From an optimization exercise on the open Yosys and OpenROAD flow, aimed at small area, a short achievable clock period and few clock cycles; shortcuts taken in it are not production practice.
Function was checked by simulation only, so behaviour that the tests miss may differ from the original.
No activity file was given, so power comes from the tool's default toggle rates.

$ cat flow/config.mk
export PLATFORM = sky130hd
export DESIGN_NAME = JAM
export DESIGN_NICKNAME = JAM
export VERILOG_FILES = /design/flow/design.v
export SDC_FILE = /design/flow/constraint.sdc
export NUM_CORES = 4
export LEC_CHECK = 0
export CAP_MARGIN = 20
export CORE_MARGIN = 2
export CORE_UTILIZATION = 60
export SLEW_MARGIN = 20
$ cat flow/constraint.sdc
create_clock -name core_clock -period 4.0 [get_ports {CLK}]
set_input_delay 0.8000 -clock core_clock [delete_from_list [all_inputs] [get_ports {CLK}]]
set_output_delay 0.8000 -clock core_clock [all_outputs]
set_load 0.01 [all_outputs]
$ cat flow/design.v
module JAM (
input CLK,
input RST,
output reg [2:0] W,
output reg [2:0] J,
input [6:0] Cost,
output [3:0] MatchCount,
output [9:0] MinCost,
output reg Valid );
localparam K_INIT  = 2'd0,
           K_U     = 2'd1,
           K_RELAX = 2'd2,
           K_TIGHT = 2'd3;
integer q;
function lt9(input [8:0] a, input [8:0] b);
	integer n, m;
	reg t;
	begin
		lt9 = 1'b0;
		for (n = 0; n < 9; n = n + 1) begin
			t = ~a[n] & b[n];
			for (m = n + 1; m < 9; m = m + 1) t = t & ~(a[m] ^ b[m]);
			lt9 = lt9 | t;
		end
	end
endfunction
function [8:0] add9(input [8:0] a, input [8:0] b);
	reg [8:0] g, p, gg, pp, g2, p2;
	integer n, d;
	begin
		g = a & b; p = a ^ b;
		gg = g; pp = p;
		for (d = 1; d < 9; d = d * 2) begin
			g2 = gg; p2 = pp;
			for (n = d; n < 9; n = n + 1) begin
				g2[n] = gg[n] | (pp[n] & gg[n - d]);
				p2[n] = pp[n] & pp[n - d];
			end
			gg = g2; pp = p2;
		end
		add9 = p ^ {gg[7:0], 1'b0};
	end
endfunction
function [8:0] add9c(input [8:0] a, input [8:0] b, input ci);
	reg [8:0] g, p, gg, pp, g2, p2;
	integer n, d;
	begin
		g = a & b; p = a ^ b;
		gg = g; gg[0] = g[0] | (p[0] & ci);
		pp = p;
		for (d = 1; d < 9; d = d * 2) begin
			g2 = gg; p2 = pp;
			for (n = d; n < 9; n = n + 1) begin
				g2[n] = gg[n] | (pp[n] & gg[n - d]);
				p2[n] = pp[n] & pp[n - d];
			end
			gg = g2; pp = p2;
		end
		add9c = p ^ {gg[7:0], ci};
	end
endfunction
function [7:0] low8(input [7:0] a);
	integer n;
	reg seen;
	begin
		seen = 1'b0;
		for (n = 0; n < 8; n = n + 1) begin
			low8[n] = a[n] & ~seen;
			seen = seen | a[n];
		end
	end
endfunction
function [2:0] enc8(input [7:0] a);
	enc8 = {a[4] | a[5] | a[6] | a[7], a[2] | a[3] | a[6] | a[7], a[1] | a[3] | a[5] | a[7]};
endfunction
reg s_init, s_wait, s_sel, s_relax, s_aug, s_tight, s_dfs;
reg [2:0] i;           
reg [2:0] r;           
reg [7:0] ac;          
reg       wt;          
reg       fin;         
reg       upd1;        
reg [7:0] dst  [0:7];  
reg [2:0] way  [0:7];  
reg [7:0] nv   [0:7];  
reg [2:0] mrow [0:7];  
reg [7:0] matched;
reg [7:0] vis;         
reg [7:0] cur;         
reg [7:0] rest;        
reg       rfirst;
reg [2:0] js;          
reg [7:0] D;           
reg [8:0] DN;          
reg [8:0] K;           
reg [9:0] total;
reg [8:0] RM;          
reg [2:0] RJ;
reg [7:0] TM;          
reg       a_v, p1_v, p2_v;
reg [1:0] a_k, p1_k, p2_k;
reg [7:0] a_c, p1_c, p2_c;  
reg       a_f, p1_f, p2_f;  
reg       a_l, p1_l, p2_l;  
reg [7:0] NV1;         
reg [7:0] NV2;
reg [7:0] RNV;         
reg [2:0] RW;          
reg [2:0] MR2;         
reg [8:0] KX;          
reg [8:0] X;
reg       p3_l;        
reg [2:0] TR;          
reg       wt2;
reg [7:0] DD;
wire      UPD = lt9(X, {1'b0, DD});
reg [7:0] koh;         
reg [7:0] top;         
reg [7:0] crow;        
reg [7:0] skip;
reg [3:0] cnt;
assign MinCost = total;
assign MatchCount = cnt;
wire [2:0] acb = enc8(ac);
wire [2:0] curb = enc8(cur);
reg [7:0] rjo;
always @(*) for (q = 0; q < 8; q = q + 1) rjo[q] = (RJ == q);
reg       A_v;
reg [1:0] A_k;
reg [7:0] A_c;
reg       A_f, A_l;
always @(*) begin
	a_v = A_v; a_k = A_k; a_c = A_c; a_f = A_f; a_l = A_l;
end
reg [7:0] nva;
always @(*) begin
	nva = 8'd0;
	for (q = 0; q < 8; q = q + 1) if (a_c[q]) nva = nva | nv[q];
end
reg [7:0] dd1;
always @(*) begin
	dd1 = 8'd0;
	for (q = 0; q < 8; q = q + 1) if (p1_c[q]) dd1 = dd1 | dst[q];
end
wire [7:0] nvs = RNV;
reg [2:0] mr1;
always @(*) begin
	mr1 = 3'd0;
	for (q = 0; q < 8; q = q + 1) if (p1_c[q]) mr1 = mr1 | mrow[q];
end
wire [8:0] o1 = {2'b00, Cost};
wire [8:0] o2 = {1'b0, NV1};
wire [8:0] o3 = KX;
wire [8:0] cs_s = o1 ^ o2 ^ o3;
wire [8:0] cs_c = {(o1[7:0] & o2[7:0]) | (o1[7:0] & o3[7:0]) | (o2[7:0] & o3[7:0]), 1'b0};
wire [8:0] x1 = add9(cs_s, cs_c);
wire [8:0] kn = add9c(DN, {2'b11, ~Cost}, 1'b1);
wire xlt = lt9(X, RM);
wire xeq = X == RM;
wire dlt = lt9({1'b0, DD}, RM);
wire rkeep = p2_k == K_RELAX && !UPD;
wire [8:0] cand = rkeep ? {1'b0, DD} : X;
wire better = p2_f || (rkeep ? dlt : xlt);
wire wr2 = p2_v && (p2_k == K_INIT || (p2_k == K_RELAX && UPD));
wire [7:0] cnd = crow & ~vis & ~skip;
wire [7:0] coh = low8(cnd);
reg [7:0] kgt;
always @(*) begin
	kgt[0] = 1'b0;
	for (q = 1; q < 8; q = q + 1) kgt[q] = kgt[q - 1] | koh[q - 1];
end
reg dead;              
reg deadn;
always @(*) begin
	deadn = 1'b0;
	for (q = 0; q < 8; q = q + 1) if (kgt[q] && (dst[q] & ~vis & ~coh) == 8'd0) deadn = 1'b1;
end
wire [7:0] km1 = {1'b0, koh[7:1]};
wire [7:0] kp1 = {koh[6:0], 1'b0};
wire [7:0] km2 = {2'b00, koh[7:2]};
reg [7:0] rowm1, rowp1;
reg [2:0] wayk2;
always @(*) begin
	rowm1 = 8'd0; rowp1 = 8'd0; wayk2 = 3'd0;
	for (q = 0; q < 8; q = q + 1) begin
		if (km1[q]) rowm1 = rowm1 | dst[q];
		if (kp1[q]) rowp1 = rowp1 | dst[q];
		if (km2[q]) wayk2 = wayk2 | way[q];
	end
end
wire [2:0] rm1 = r - 3'd1;
reg [7:0] ble, topn;
always @(*) begin
	ble[7] = top[7];
	for (q = 6; q >= 0; q = q - 1) ble[q] = ble[q + 1] | top[q];
	for (q = 0; q < 8; q = q + 1) topn[q] = (wayk2 == q);
end
wire [2:0] ar = way[js];
reg [2:0] aprev;
always @(*) begin
	aprev = 3'd0;
	for (q = 0; q < 8; q = q + 1) if (matched[q] && mrow[q] == ar) aprev = aprev | q[2:0];
end
wire [7:0] unv = ~(vis | rjo);
wire bp = p2_v && (p2_k == K_INIT || p2_k == K_RELAX) && better;
wire [2:0] RJn = bp ? enc8(p2_c) : RJ;
wire [2:0] RWn = bp ? MR2 : RW;
reg [7:0] rjno;
always @(*) for (q = 0; q < 8; q = q + 1) rjno[q] = (RJn == q);
wire [7:0] acr = {ac[6:0], ac[7]};
wire [8:0] dns = add9c({1'b0, RM[7:0]}, {1'b1, ~nvs}, 1'b1);
wire [8:0] snd = add9c({1'b0, nvs}, {1'b1, ~RM[7:0]}, 1'b1);
wire [7:0] unv1 = low8(unv);
wire [7:0] rest1 = low8(rest);
always @(posedge CLK) begin
	p1_v <= a_v & ~RST; p1_k <= a_k; p1_c <= a_c; p1_f <= a_f; p1_l <= a_l;
	p2_v <= p1_v & ~RST; p2_k <= p1_k; p2_c <= p1_c; p2_f <= p1_f; p2_l <= p1_l;
	NV1 <= (s_init && i == 3'd0) ? 8'd0 : nva;
	X <= x1;
	NV2 <= NV1;
	MR2 <= mr1;
	DD <= dd1;
	if (p1_v && p1_k == K_U) K <= kn;
	KX <= (A_k == K_RELAX) ? ((p1_v && p1_k == K_U) ? kn : K) : 9'd0;
	if (p2_v) begin
		if (p2_k == K_INIT || p2_k == K_RELAX) begin
			if (better) begin RM <= cand; RJ <= enc8(p2_c); RNV <= NV2; RW <= MR2; end
		end
		if (p2_k == K_TIGHT) begin
			if (p2_f || xlt) begin RM <= X; TM <= p2_c; end
			else if (xeq) TM <= TM | p2_c;
		end
	end
	for (q = 0; q < 8; q = q + 1)
		if (wr2 && p2_c[q]) begin
			dst[q] <= X[7:0];
			way[q] <= (p2_k == K_INIT) ? i : r;
		end
	p3_l <= p2_v && p2_k == K_TIGHT && p2_l && !RST;
	TR <= rm1;
	if (p3_l) dst[TR] <= TM;
	A_v <= 1'b0;
	if (RST) begin
		A_v <= 1'b1; A_k <= K_INIT; A_c <= 8'd1; A_f <= 1'b1; A_l <= 1'b0;
		W <= 3'd0; J <= 3'd0;
		s_init <= 1'b1; s_wait <= 1'b0; s_sel <= 1'b0; s_relax <= 1'b0;
		s_aug <= 1'b0; s_tight <= 1'b0; s_dfs <= 1'b0;
		i <= 3'd0;
		ac <= 8'd1;
		matched <= 8'd0;
		fin <= 1'b0;
		wt2 <= 1'b0;
		total <= 10'd0;
		Valid <= 1'b0;
	end
	else begin
		if (s_init) begin
			if (i == 3'd0) for (q = 0; q < 8; q = q + 1) if (ac[q]) nv[q] <= 8'd0;
			vis <= 8'd0;
			ac <= acr;
			if (ac[7]) begin s_init <= 1'b0; s_wait <= 1'b1; wt <= 1'b0; end
			else begin
				A_v <= 1'b1; A_k <= K_INIT; A_c <= acr; A_f <= 1'b0; A_l <= acr[7];
				W <= i; J <= enc8(acr);
			end
		end
		if (s_wait) begin
			wt <= 1'b1;
			if (wt && fin && !wt2) wt2 <= 1'b1;
			else if (wt) begin
				s_wait <= 1'b0;
				if (fin) begin
					koh <= 8'd1;
					dead <= 1'b0;
					crow <= dst[0];
					vis <= 8'd0;
					skip <= 8'd0;
					cnt <= 4'd0;
					s_dfs <= 1'b1;
				end
				else begin
					s_sel <= 1'b1;
					A_v <= |(matched & rjno); A_k <= K_U; A_c <= rjno; A_f <= 1'b0; A_l <= 1'b0;
					W <= RWn; J <= RJn;
				end
			end
		end
		if (s_sel) begin
			js <= RJ;
			D <= RM[7:0];
			DN <= dns;
			dst[RJ] <= snd[7:0];
			r <= RW;
			vis[RJ] <= 1'b1;
			cur <= unv1;
			rest <= unv & ~unv1;
			rfirst <= 1'b1;
			s_sel <= 1'b0;
			if (matched[RJ]) begin
				s_relax <= 1'b1;
				A_v <= 1'b1; A_k <= K_RELAX; A_c <= unv1; A_f <= 1'b1; A_l <= (unv & ~unv1) == 8'd0;
				W <= RW; J <= enc8(unv1);
			end
			else begin
				total <= total + {2'b00, RM[7:0]};
				upd1 <= 1'b1;
				s_aug <= 1'b1;
			end
		end
		if (s_relax) begin
			rfirst <= 1'b0;
			cur <= rest1;
			rest <= rest & ~rest1;
			if (rest == 8'd0) begin s_relax <= 1'b0; s_wait <= 1'b1; wt <= 1'b0; end
			else begin
				A_v <= 1'b1; A_k <= K_RELAX; A_c <= rest1; A_f <= 1'b0; A_l <= (rest & ~rest1) == 8'd0;
				W <= r; J <= enc8(rest1);
			end
		end
		if (s_aug) begin
			upd1 <= 1'b0;
			if (upd1) for (q = 0; q < 8; q = q + 1) if (vis[q]) nv[q] <= dst[q] + D;
			mrow[js] <= ar;
			matched[js] <= 1'b1;
			if (ar == i) begin
				i <= i + 3'd1;
				ac <= 8'd1;
				r <= 3'd0;
				s_aug <= 1'b0;
				A_v <= 1'b1; A_c <= 8'd1; A_f <= 1'b1; A_l <= 1'b0;
				J <= 3'd0;
				if (i == 3'd7) begin s_tight <= 1'b1; A_k <= K_TIGHT; W <= 3'd0; end
				else begin s_init <= 1'b1; A_k <= K_INIT; W <= i + 3'd1; end
			end
			else js <= aprev;
		end
		if (s_tight) begin
			ac <= acr;
			if (ac[7]) r <= r + 3'd1;
			if (ac[7] && r == 3'd7) begin s_tight <= 1'b0; s_wait <= 1'b1; wt <= 1'b0; fin <= 1'b1; end
			else begin
				A_v <= 1'b1; A_k <= K_TIGHT; A_c <= acr; A_f <= acr[0]; A_l <= acr[7];
				W <= ac[7] ? r + 3'd1 : r; J <= enc8(acr);
			end
		end
		if (s_dfs) for (q = 0; q < 8; q = q + 1) if (koh[q]) way[q] <= enc8(coh);
		if (s_dfs) begin
			dead <= 1'b0;
			if (dead || cnd == 8'd0 || koh[7]) begin
				if (!dead && cnd != 8'd0) cnt <= cnt + 4'd1;
				if (koh[0]) begin s_dfs <= 1'b0; Valid <= 1'b1; end
				else begin
					koh <= km1;
					crow <= rowm1;
					vis <= vis & ~top;
					skip <= ble;
					top <= topn;
				end
			end
			else begin
				vis <= vis | coh;
				koh <= kp1;
				top <= coh;
				dead <= deadn;
				crow <= rowp1;
				skip <= 8'd0;
			end
		end
	end
end
endmodule
$ cat flow/run.sh
#!/bin/bash
# synth_recipe.tcl (not shown) runs the flow's synth.tcl, then flattens the netlist and writes it again
# the make line also repeats each setting of config.mk as NAME=value (left out here)
make -C /OpenROAD-flow-scripts/flow DESIGN_CONFIG=/design/flow/config.mk WORK_HOME=/design/flow/orfs CLKGATE_MAP_FILE= SYNTH_SCRIPT=/design/flow/synth_recipe.tcl finish
==> impl_metrics.ini, run 1 <==
[global_routing]
grtUsageTotal = 0.3882
grt_overflow = 0
antenna_found_initial = 1
grt_pass1_wl_um = 127100
grt_pass1_vias = 20661
grt_max_degree = 101

[placed_design]
portBuffers = 29
dpl-instance-area_sq_mm = 0.02572
dp_hpwl_um = 63300
dp_slack_ns = 0.4842
gp_congestion = 1.023
place_inst = 3121

[layout]
drive_above_1_share = 0.06879
final_area_sq_mm = 0.02724
layout.nets = 2802
instances_no_fill = 3209
area.growth.synth_to_final_pct = 9.406
postLayoutCoreUtil = 0.6657

[timing]
relSlewSlack = 0.2755
post-route-min-period_ns = 3.679
setup_slack_ns = 0.3210
fmax_ghz = 0.2718
fin_worst_skew_ns = 0.01698
min_period_over_period = 0.9197
finalHoldViolations = 0
setup_viol = 0
tightest_slew_ns = 1.056
rsz0062_at_grt = false
whs_ns = 0.3286
fin_setup_tns_ns = 0
final_max_slew_viol_count = 0

[routing]
wl_per_cell_um = 26.61
routed_wl_um = 85380
viasPerCell = 6.758
vias = 21688
drcViolationCount = 0
ant_nets = 0
first_pass_iters = 8
dr.first_iter.drc_count = 2914

[pwr]
seqPwrFrac = 0.487
totalPowerFinal_mw = 10.34
peakVddDrop_v = 0.0004321
power.switching_mw = 2.670
power.density_mw_per_mm2 = 379.4
p_int_mw = 7.666
p_comb_frac = 0.094
leakagePower_nw = 10.53
p_sw_frac = 0.2583
pwr-share-clk = 0.419

[clock_tree]
post_cts_buffers = 0
cts-root-buf = clkbuf_16
cts_hold_buf = 0
cts_made_buffers = 46
cts_tree = done
clk_path_buf_depth = 3
worstSkewPairLatency_ns = 0.60
clkSinkCount = 426
cts_resized = 0
clk_pin_slew_ns = 0.06
h-tree-depth = 2

[setup_path]
critical_path_class = reg2reg
crit_fanout = 19
cp.arrival_ns = 4.01
required_ns = 4.33
setup.worst_path.start_class = flip-flop
end_kind = flip-flop

[synthesis]
synthArstFlopShare = 0
ys_warn_count = 3
synth-edff-count = 260
yosys_register_bits = 426
synth_fp_nets = 2806
syn_inst = 2641
postSynthAreaPerCell_sq_um = 9.429
synth_top_area_cell = edfxtp_1
synth_area_sq_mm = 0.02490
yosys_most_used_dff = edfxtp_1
synthTopCellsByArea = edfxtp_1 31%, dfxtp_1 13%, ha_1 6.8%
synth-seq-area-share = 0.4470
ys_types = 86
yosys.area.top_type_share = 0.3135

[worst_hold_path]
min_path_type = reg2reg

[run]
cap_violations = 0

[floorplan]
ioPinCount = 30
num_rows = 74
die_h_um = 207.7
die_area_sq_mm = 0.04315
start_util = 0.6085
coreArea_sq_mm = 0.04092
die_w_um = 207.7

[status]
outcome = timing/DRC/antenna clean
routing by layer:
layer | routed length [um] | track usage | vias up
met4 | 4682 | 0.1925 | 0
met2 | 38660 | 0.6203 | 1273
met5 | 0 | 0 | -
li1 | - | - | 9734
met3 | 8332 | 0.06838 | 289
met1 | 33700 | 0.5116 | 10392
state kept, by name, indices dropped and copies added, names as in the netlist, 10 cells and up:
| register | cells |
|---|---|
| dst | 64 |
| nv | 64 |
| mrow | 24 |
| way | 24 |
| total | 10 |
critical path, stage by stage (launching register included):
cell and delay [ns]:
dfxtp_1 0.43, inv_1 0.15, ha_1 0.34, a211oi_1 0.32, o211ai_1 0.17, o21ai_1 0.45, mux2i_1 0.49, o21bai_2 0.32
o21ai_1 0.55, a22oi_1 0.17
placed cells by master, fill, tap and decap left out, types with 105 or more instances in the layout:
cell type,n
a21oi_1,198
a22oi_1,105
dfxtp_1,166
edfxtp_1,260
ha_1,136
inv_1,145
nand2_1,279
nand3_1,128
nor2_1,182
o21ai_0,222
Yosys cell counts, types with 41 or more instances:
library cell,number
a22oi_1,105
clkbuf_1,110
a21oi_1,198
xnor2_1,85
dfxtp_1,166
mux2i_1,41
nand2_1,279
nand3_1,128
ha_1,136
nor2_1,182
edfxtp_1,260
inv_1,145
o21ai_0,222
area by class of cell:
cell class / count / area [sq um]
antenna: 2 / 5.005
clock buffer: 66 / 1365
clock inverter: 20 / 157.7
fill: 3275 / 13680
inverter: 148 / 558.0
multi-input combinational: 1931 / 12650
sequential: 426 / 11130
tap: 532 / 665.6
timing repair buffer: 84 / 710.7
cell families after synthesis:
kind of cell,after synthesis,synth area share
xor+xnor,113,0.03974
compound gates,801,0.2053
mux,72,0.03140
fa+ha+maj,157,0.08482
simple gates,788,0.1467
buf+inv,284,0.04507
flops,426,0.4470
power by group through the flow:
stage                     sequential [mW]  clock (mW)  combinational [mW]
after floorplan                      5.00           0               0.685
after global placement               5.11           0               0.917
after detailed placement             5.11           0               0.941
after CTS                            5.02        4.34               0.946
after global routing                 5.04        4.49                1.05
final                                5.03        4.33               0.970
worst paths after layout:
kind,slack [ns],cells after the start,endpoint,startpoint
max,0.32,9,RM[2],X[4]
min,0.33,0,p2_l,p1_l
max reg2reg,0.32,9,RM[2],X[4]
min reg2reg,0.33,0,p2_l,p1_l
Testbench counts, summed over its fixed seeds: cycles 6,345.
==> inputs of run 2 (changes only) <==
--- a/flow/design.v
+++ b/flow/design.v
@@ -113,7 +113,7 @@
 reg [2:0] TR;          
 reg       wt2;
 reg [7:0] DD;
-wire      UPD = lt9(X, {1'b0, DD});
+reg       UPD;         
 reg [7:0] koh;         
 reg [7:0] top;         
 reg [7:0] crow;        
@@ -125,12 +125,21 @@
 wire [2:0] curb = enc8(cur);
 reg [7:0] rjo;
 always @(*) for (q = 0; q < 8; q = q + 1) rjo[q] = (RJ == q);
-reg       A_v;
-reg [1:0] A_k;
-reg [7:0] A_c;
-reg       A_f, A_l;
 always @(*) begin
-	a_v = A_v; a_k = A_k; a_c = A_c; a_f = A_f; a_l = A_l;
+	a_v = 1'b0; a_k = K_INIT; a_c = ac; a_f = ac[0]; a_l = ac[7];
+	W = s_tight ? r : i; J = acb;
+	if (s_init) a_v = 1'b1;
+	if (s_sel) begin
+		W = RW; J = RJ;
+		a_v = matched[RJ]; a_k = K_U; a_c = rjo;
+	end
+	if (s_relax) begin
+		W = r; J = curb;
+		a_v = 1'b1; a_k = K_RELAX; a_c = cur; a_f = rfirst; a_l = (rest == 8'd0);
+	end
+	if (s_tight) begin
+		a_v = 1'b1; a_k = K_TIGHT;
+	end
 end
 reg [7:0] nva;
 always @(*) begin
@@ -202,12 +211,6 @@
 	for (q = 0; q < 8; q = q + 1) if (matched[q] && mrow[q] == ar) aprev = aprev | q[2:0];
 end
 wire [7:0] unv = ~(vis | rjo);
-wire bp = p2_v && (p2_k == K_INIT || p2_k == K_RELAX) && better;
-wire [2:0] RJn = bp ? enc8(p2_c) : RJ;
-wire [2:0] RWn = bp ? MR2 : RW;
-reg [7:0] rjno;
-always @(*) for (q = 0; q < 8; q = q + 1) rjno[q] = (RJn == q);
-wire [7:0] acr = {ac[6:0], ac[7]};
 wire [8:0] dns = add9c({1'b0, RM[7:0]}, {1'b1, ~nvs}, 1'b1);
 wire [8:0] snd = add9c({1'b0, nvs}, {1'b1, ~RM[7:0]}, 1'b1);
 wire [7:0] unv1 = low8(unv);
@@ -220,8 +223,9 @@
 	NV2 <= NV1;
 	MR2 <= mr1;
 	DD <= dd1;
+	UPD <= lt9(x1, {1'b0, dd1});
 	if (p1_v && p1_k == K_U) K <= kn;
-	KX <= (A_k == K_RELAX) ? ((p1_v && p1_k == K_U) ? kn : K) : 9'd0;
+	KX <= (a_k == K_RELAX) ? ((p1_v && p1_k == K_U) ? kn : K) : 9'd0;
 	if (p2_v) begin
 		if (p2_k == K_INIT || p2_k == K_RELAX) begin
 			if (better) begin RM <= cand; RJ <= enc8(p2_c); RNV <= NV2; RW <= MR2; end
@@ -239,10 +243,7 @@
 	p3_l <= p2_v && p2_k == K_TIGHT && p2_l && !RST;
 	TR <= rm1;
 	if (p3_l) dst[TR] <= TM;
-	A_v <= 1'b0;
 	if (RST) begin
-		A_v <= 1'b1; A_k <= K_INIT; A_c <= 8'd1; A_f <= 1'b1; A_l <= 1'b0;
-		W <= 3'd0; J <= 3'd0;
 		s_init <= 1'b1; s_wait <= 1'b0; s_sel <= 1'b0; s_relax <= 1'b0;
 		s_aug <= 1'b0; s_tight <= 1'b0; s_dfs <= 1'b0;
 		i <= 3'd0;
@@ -257,12 +258,8 @@
 		if (s_init) begin
 			if (i == 3'd0) for (q = 0; q < 8; q = q + 1) if (ac[q]) nv[q] <= 8'd0;
 			vis <= 8'd0;
-			ac <= acr;
+			ac <= {ac[6:0], ac[7]};
 			if (ac[7]) begin s_init <= 1'b0; s_wait <= 1'b1; wt <= 1'b0; end
-			else begin
-				A_v <= 1'b1; A_k <= K_INIT; A_c <= acr; A_f <= 1'b0; A_l <= acr[7];
-				W <= i; J <= enc8(acr);
-			end
 		end
 		if (s_wait) begin
 			wt <= 1'b1;
@@ -278,11 +275,7 @@
 					cnt <= 4'd0;
 					s_dfs <= 1'b1;
 				end
-				else begin
-					s_sel <= 1'b1;
-					A_v <= |(matched & rjno); A_k <= K_U; A_c <= rjno; A_f <= 1'b0; A_l <= 1'b0;
-					W <= RWn; J <= RJn;
-				end
+				else s_sel <= 1'b1;
 			end
 		end
 		if (s_sel) begin
@@ -296,11 +289,7 @@
 			rest <= unv & ~unv1;
 			rfirst <= 1'b1;
 			s_sel <= 1'b0;
-			if (matched[RJ]) begin
-				s_relax <= 1'b1;
-				A_v <= 1'b1; A_k <= K_RELAX; A_c <= unv1; A_f <= 1'b1; A_l <= (unv & ~unv1) == 8'd0;
-				W <= RW; J <= enc8(unv1);
-			end
+			if (matched[RJ]) s_relax <= 1'b1;
 			else begin
 				total <= total + {2'b00, RM[7:0]};
 				upd1 <= 1'b1;
@@ -312,10 +301,6 @@
 			cur <= rest1;
 			rest <= rest & ~rest1;
 			if (rest == 8'd0) begin s_relax <= 1'b0; s_wait <= 1'b1; wt <= 1'b0; end
-			else begin
-				A_v <= 1'b1; A_k <= K_RELAX; A_c <= rest1; A_f <= 1'b0; A_l <= (rest & ~rest1) == 8'd0;
-				W <= r; J <= enc8(rest1);
-			end
 		end
 		if (s_aug) begin
 			upd1 <= 1'b0;
@@ -327,20 +312,15 @@
 				ac <= 8'd1;
 				r <= 3'd0;
 				s_aug <= 1'b0;
-				A_v <= 1'b1; A_c <= 8'd1; A_f <= 1'b1; A_l <= 1'b0;
-				J <= 3'd0;
-				if (i == 3'd7) begin s_tight <= 1'b1; A_k <= K_TIGHT; W <= 3'd0; end
-				else begin s_init <= 1'b1; A_k <= K_INIT; W <= i + 3'd1; end
+				if (i == 3'd7) s_tight <= 1'b1; else s_init <= 1'b1;
 			end
 			else js <= aprev;
 		end
 		if (s_tight) begin
-			ac <= acr;
-			if (ac[7]) r <= r + 3'd1;
-			if (ac[7] && r == 3'd7) begin s_tight <= 1'b0; s_wait <= 1'b1; wt <= 1'b0; fin <= 1'b1; end
-			else begin
-				A_v <= 1'b1; A_k <= K_TIGHT; A_c <= acr; A_f <= acr[0]; A_l <= acr[7];
-				W <= ac[7] ? r + 3'd1 : r; J <= enc8(acr);
+			ac <= {ac[6:0], ac[7]};
+			if (ac[7]) begin
+				r <= r + 3'd1;
+				if (r == 3'd7) begin s_tight <= 1'b0; s_wait <= 1'b1; wt <= 1'b0; fin <= 1'b1; end
 			end
 		end
 		if (s_dfs) for (q = 0; q < 8; q = q + 1) if (koh[q]) way[q] <= enc8(coh);
--- a/flow/config.mk
+++ b/flow/config.mk
@@ -7,5 +7,5 @@
 export LEC_CHECK = 0
 export CAP_MARGIN = 20
 export CORE_MARGIN = 2
-export CORE_UTILIZATION = 60
+export CORE_UTILIZATION = 65
 export SLEW_MARGIN = 20
==> run 2 against run 1 <==
  * Critical path depth grew 9
  * Core utilization rose by 6.1 points
  * First-iteration DRC count up 12%
  * Largest cell class unchanged
  * Routed wire length is 4.0% lower
  * Non-clock buffer count down 1
  * Synthesized cell count fell by 7.2%
  * Final area is 2.5% lower
  * Clock power up 4%
  * Sequential cell count decreased by 9
  * Sequential share of layout area rose by 0.74 points
  * Still clean on timing, DRC and antenna
  * Via count decreased by 2.8%
==> impl_metrics.ini, run 2 <==
[status]
outcome = timing/DRC/antenna clean

[floorplan]
die_h_um = 196.5
die_w_um = 196.5
die_area_sq_mm = 0.03862
start_util = 0.6596
coreArea_sq_mm = 0.03652
ioPinCount = 30
num_rows = 70

[global_routing]
grt_pass1_vias = 20210
grt_util_met1 = 0.5675
grt_overflow = 0
grtUsageTotal = 0.4265
grt.met2_usage = 0.6470
use_met3 = 0.09360
grt_max_degree = 105
antenna_found_initial = 3
grt_pass1_wl_um = 123400
grt-busiest-layer = met2

[layout]
antenna_cells = 0
final_common_cell = edfxtp_1
final_cell_mix = 269 x edfxtp_1, 238 x nand2_1, 199 x o21ai_0
area.growth.synth_to_final_pct = 10.21
layout.nets = 2629
drive_above_1_share = 0.07077
top_regs = dst (64), nv (64)
postLayoutCoreUtil = 0.7270

[timing]
fin_worst_skew_ns = 0.02537
final_max_slew_viol_count = 0
rsz0062_at_grt = false
setup_viol = 0
relSlewSlack = 0.3243
post-route-min-period_ns = 3.775
finalHoldViolations = 0
whs_ns = 0.3324
fmax_ghz = 0.2649
tightest_slew_ns = 1.006
min_period_over_period = 0.9437

[pwr]
leakagePower_nw = 10.42
power.density_mw_per_mm2 = 389.9
peakVddDrop_v = 0.0004346

[setup_path]
end_kind = flip-flop
critical_path_class = in2reg
reg2reg_from = js[1]
setup.worst_path.start_class = primary input
crit_fanout = 2
required_ns = 4.49
cp.arrival_ns = 4.27
critPathLaunch = Cost[0]

[synthesis]
synth-edff-count = 269
synthArstFlopShare = 0
synthTopCellsByArea = edfxtp_1 34%, dfxtp_1 12%, ha_1 7.0%
synth_top_area_cell = edfxtp_1
yosys.area.top_type_share = 0.3353
synth.most_common_cell = edfxtp_1
synth-seq-area-share = 0.4583
yosys_register_bits = 417
yosys_most_used_dff = edfxtp_1
postSynthAreaPerCell_sq_um = 9.825
synth_area_sq_mm = 0.02409
syn_inst = 2452
ys_warn_count = 3
synthTopCellsByCount = 269 x edfxtp_1, 238 x nand2_1, 199 x o21ai_0
ys_types = 81
synth_fp_nets = 2616

[clock_tree]
cts_hold_buf = 0
clk_pin_slew_ns = 0.06
cts_tree = done
cts_resized = 0
clk_path_buf_depth = 3
h-tree-depth = 2
clkSinkCount = 417
post_cts_buffers = 0
cts-root-buf = clkbuf_16
cts_made_buffers = 44
worstSkewPairLatency_ns = 0.60

[routing]
first_pass_iters = 7
ant_nets = 0
routed_wl_um = 81940
drcViolationCount = 0
wl_per_cell_um = 27.60
vias = 21089
dr.first_iter.drc_count = 3266
viasPerCell = 7.103

[placed_design]
dp_hpwl_um = 58980
portBuffers = 29
gp_congestion = 1.030

[run]
cap_violations = 0

[worst_hold_path]
min_from = p1_l
min_path_type = reg2reg
## run 2: report_power, final
| group | internal [mW] | switching (mW) |
|---|---|---|
| Clock | 2.67 | 1.83 |
| Sequential | 4.74 | 0.159 |
| Combinational | 0.353 | 0.605 |
| Total | 7.76 | 2.59 |
## run 2: kinds of logic after synthesis
logic type | after synthesis | share of synthesized area
flip-flops | 417 | 0.4583
XOR/XNOR | 94 | 0.03417
AO/OA/AOI/OAI | 774 | 0.2148
adder cells (fa/ha/maj) | 155 | 0.08673
buffers and inverters | 276 | 0.04316
multiplexers | 65 | 0.03225
AND/OR/NAND/NOR | 671 | 0.1306
## run 2: final cells by class
type | count | area [sq um]
Multi-Input combinational cell | 1759 | 12030
Sequential cell | 417 | 11040
Inverter | 160 | 608.1
Clock inverter | 24 | 339.1
Fill cell | 2656 | 9972
Clock buffer | 58 | 1246
Timing Repair Buffer | 83 | 703.2
Tap cell | 468 | 585.6
## run 2: routing by layer
metal | share of wire | up-vias
met5 | 0 | -
met2 | 0.43 | 1587
li1 | - | 9220
met1 | 0.37 | 9908
met4 | 0.068 | 0
met3 | 0.13 | 374
## run 2: worst paths after layout
kind / endpoint / slack [ns] / cells past startpoint
hold reg to reg: p2_l / 0.33 / 0
hold / removal: p2_l / 0.33 / 0
setup reg to reg: js[2] / 0.35 / 10
setup / recovery: UPD / 0.23 / 18
## run 2: worst max-delay path, stage by stage
cell and delay (ns):
clkdlybuf4s50_1 0.50, inv_1 0.07, fa_1 0.42, inv_1 0.08, ha_1 0.17, inv_1 0.07, fa_1 0.46, inv_1 0.07
a21oi_1 0.07, o21bai_1 0.21, a21oi_1 0.10, o21bai_1 0.18, xnor2_1 0.12, ha_1 0.23, a2111oi_1 0.35, o21ai_0 0.19
o21ai_0 0.12, nor2_1 0.05
## run 2: stage by stage
| stage | worst slack [ns] | power, mW | TNS [ns] | std cells | cell area (sq um) |
|---|---|---|---|---|---|
| floorplan | 0.4573 | 5.543 | 0 | 2452 | 24100 |
| global placement | -0.1497 | 5.855 | -0.1497 | 2887 | 24960 |
| detailed placement | -0.3440 | 5.890 | -0.3440 | 2887 | 24960 |
| CTS | 0.1714 | 10.31 | 0 | 2969 | 26540 |
| global route | 0.009321 | 10.58 | 0 | 2969 | 26550 |
| finish | 0.2250 | 10.35 | 0 | 2969 | 26550 |
Testbench counts of run 2, summed over its fixed seeds: cycles 6,345.
==> inputs of run 3 (changes only) <==
--- a/flow/config.mk
+++ b/flow/config.mk
@@ -7,5 +7,5 @@
 export LEC_CHECK = 0
 export CAP_MARGIN = 20
 export CORE_MARGIN = 2
-export CORE_UTILIZATION = 65
+export CORE_UTILIZATION = 40
 export SLEW_MARGIN = 20
==> run 3 against run 2 <==
  * Register-to-register slack gained 0.02 ns
  * Core utilization down 27 points
  * Largest cell class unchanged
  * First-iteration DRC count fell by 13%
  * Via count shrank 2.2%
  * Global-route usage shrank 16 points
  * Sequential cell count is the same
  * Still clean
  * Highest routed layer unchanged
  * Die area up 61%
  * Clock skew up 0.00053 ns
  * Final area is 2.4% higher
==> impl_metrics.ini, run 3 <==
[status]
outcome = timing/DRC/antenna clean

[timing]
finalHoldViolations = 0
post-route-min-period_ns = 3.690
final_max_slew_viol_count = 0
relSlewSlack = 0.2855
setup_viol = 0
fin_worst_skew_ns = 0.02591
fmax_ghz = 0.2710
whs_ns = 0.3293
setup_slack_ns = 0.3099
min_period_over_period = 0.9225
rsz0062_at_grt = false
fin_setup_tns_ns = 0
tightest_slew_ns = 1.065

[routing]
wl_per_cell_um = 25.67
viasPerCell = 6.244
vias = 20618
ant_nets = 0
first_pass_iters = 10
routed_wl_um = 84770
drcViolationCount = 0
dr.first_iter.drc_count = 2856

[synthesis]
synth_top_area_cell = edfxtp_1
yosys.area.top_type_share = 0.3353
yosys_register_bits = 417
synth_area_sq_mm = 0.02409
synth-edff-count = 269
synth-seq-area-share = 0.4583
syn_inst = 2452
synth.most_common_cell = edfxtp_1
synthTopCellsByCount = 269 x edfxtp_1, 238 x nand2_1, 199 x o21ai_0
synthTopCellsByArea = edfxtp_1 34%, dfxtp_1 12%, ha_1 7.0%
ys_types = 81
yosys_most_used_dff = edfxtp_1
ys_warn_count = 3
synthArstFlopShare = 0
synth_fp_nets = 2616
postSynthAreaPerCell_sq_um = 9.825

[placed_design]
place_inst = 3210
dpl-instance-area_sq_mm = 0.02548
portBuffers = 29
dp_slack_ns = -0.1761
dp_hpwl_um = 62820
gp_congestion = 0.9609

[setup_path]
critPathMaxStageDelay_ns = 0.76
critical_path_class = reg2out
setup.worst_path.start_class = flip-flop
cp_common_cell = o21ai_0
cp.arrival_ns = 2.89
crit_fanout = 13
end_kind = primary output
required_ns = 3.20
crit_chain = inv_1 -> nand2_1 -> o21ai_0 -> o21ai_0 -> clkdlybuf4s50_1
r2r_cells = 9
slowest_stage = edfxtp_1
ff2ff_setup_slack_ns = 0.37

[layout]
final_cell_mix = 269 x edfxtp_1, 238 x nand2_1, 199 x o21ai_0
drive_above_1_share = 0.07875
postLayoutCoreUtil = 0.4590
final_area_sq_mm = 0.02719
final_common_cell = edfxtp_1
top_regs = dst (64), nv (64)
area.growth.synth_to_final_pct = 12.86
layout.nets = 2651
instances_no_fill = 3302

[clock_tree]
worstSkewPairLatency_ns = 0.61
cts_resized = 0
clk_pin_slew_ns = 0.06
h-tree-depth = 2
cts_hold_buf = 0
post_cts_buffers = 0
cts_made_buffers = 48
clk_path_buf_depth = 3
clkSinkCount = 417
cts-root-buf = clkbuf_16
cts_tree = done

[pwr]
peakVddDrop_v = 0.0003872
power.density_mw_per_mm2 = 391.5
leakagePower_nw = 10.53
totalPowerFinal_mw = 10.64

[global_routing]
grt_pass1_wl_um = 125800
antenna_found_initial = 3
grt_max_degree = 94
grt_pass1_vias = 19540
grtUsageTotal = 0.2667
grt_overflow = 0

[worst_hold_path]
min_path_cells = 0
min_path_type = reg2reg

[floorplan]
die_h_um = 249.4
coreArea_sq_mm = 0.05924
start_util = 0.4067
die_w_um = 249.4
die_area_sq_mm = 0.06221
ioPinCount = 30
num_rows = 89

[run]
cap_violations = 0
-- run 3: cell count changes in the layout (fill, tap and decap cells not counted), sizes merged --
cell and change:
clkbuf -3, clkinvlp +6, bufinv +1, inv +1, diode +2, clkinv +3, buf +18
-- run 3: report_power, final --
group | internal, mW | total (mW) | switching (mW)
clock network | 2.82 | 4.77 | 1.95
logic | 0.368 | 0.972 | 0.604
registers | 4.74 | 4.90 | 0.161
total | 7.93 | 10.6 | 2.71
-- run 3: worst paths after layout --
path | startpoint | endpoint
hold / removal | p1_f | p2_f
setup reg to reg | js[0] | js[2]
hold reg to reg | p1_f | p2_f
setup / recovery | RJ[2] | J[2]
-- run 3: area by class of cell --
type | instances | area, sq um
clock inverters | 35 | 440.4
fillers | 5550 | 32050
multi-input cells | 1759 | 12020
inverters | 160 | 604.3
repair buffers | 101 | 838.3
well taps | 773 | 967.2
flip-flops and latches | 417 | 11040
diodes | 2 | 5.005
clock buffers | 55 | 1269
-- run 3: cells by family (layout without fill, tap and decap cells) --
family | count (synthesis) | in the layout | share of synthesized area
muxes | 65 | 65 | 0.03225
buffers and inverters | 276 | 351 | 0.04316
other | 0 | 2 | 0
xor gates and xnor gates | 94 | 94 | 0.03417
adders and majority gates | 155 | 155 | 0.08673
and+or+nand+nor | 671 | 671 | 0.1306
AOI/OAI and AO/OA | 774 | 774 | 0.2148
DFF | 417 | 417 | 0.4583
-- run 3: layer usage --
metal	vias to the layer above	share of wire	track usage
met5	-	0	0
met4	0	0.047	0.1139
met3	235	0.093	0.05090
met2	1134	0.44	0.4096
met1	9973	0.42	0.3676
li1	9276	-	-
-- run 3: critical path, delay by kind of cell, from the launching register on --
kind	cells	cell delay [ns]
flops	1	0.76
simple gates	1	0.20
compound gates	2	0.46
buf+inv	2	0.86

## afterwards: timing with drivers on the ports
Ports are ideal in the flow. The routed layouts listed here were re-timed in OpenROAD.
Step 1 (the two cells are an assumption about what drives the block):
set clk [get_ports {CLK}]
set_driving_cell -lib_cell sky130_fd_sc_hd__clkbuf_16 $clk
set_driving_cell -lib_cell sky130_fd_sc_hd__buf_2 [delete_from_list [all_inputs] $clk]
Step 2 moves the port delays by t, midway between the first and last clock arrival at a register: inputs arrive t later, outputs are due t later. That takes back most of the time a late clock gives input paths.
a / b / c = ideal / step 1 / step 2; a / b = the first two.
run | shift t [ns] | setup slack, ns | clock arrival spread, ns
run 1 | 0.653 | 0.321 / 0.321 / 0.321 | 0.017 / 0.017
run 2 | 0.649 | 0.225 / 0.261 / -0.388 | 0.027 / 0.026
run 3 | 0.663 | 0.310 / 0.248 / -0.272 | 0.026 / 0.027
With both steps, setup timing fails in run 2 and run 3, where it was met with ideal ports. The setup slack of run 2, which loses most, moves by +0.036 ns with the drivers and by -0.613 ns with both steps.
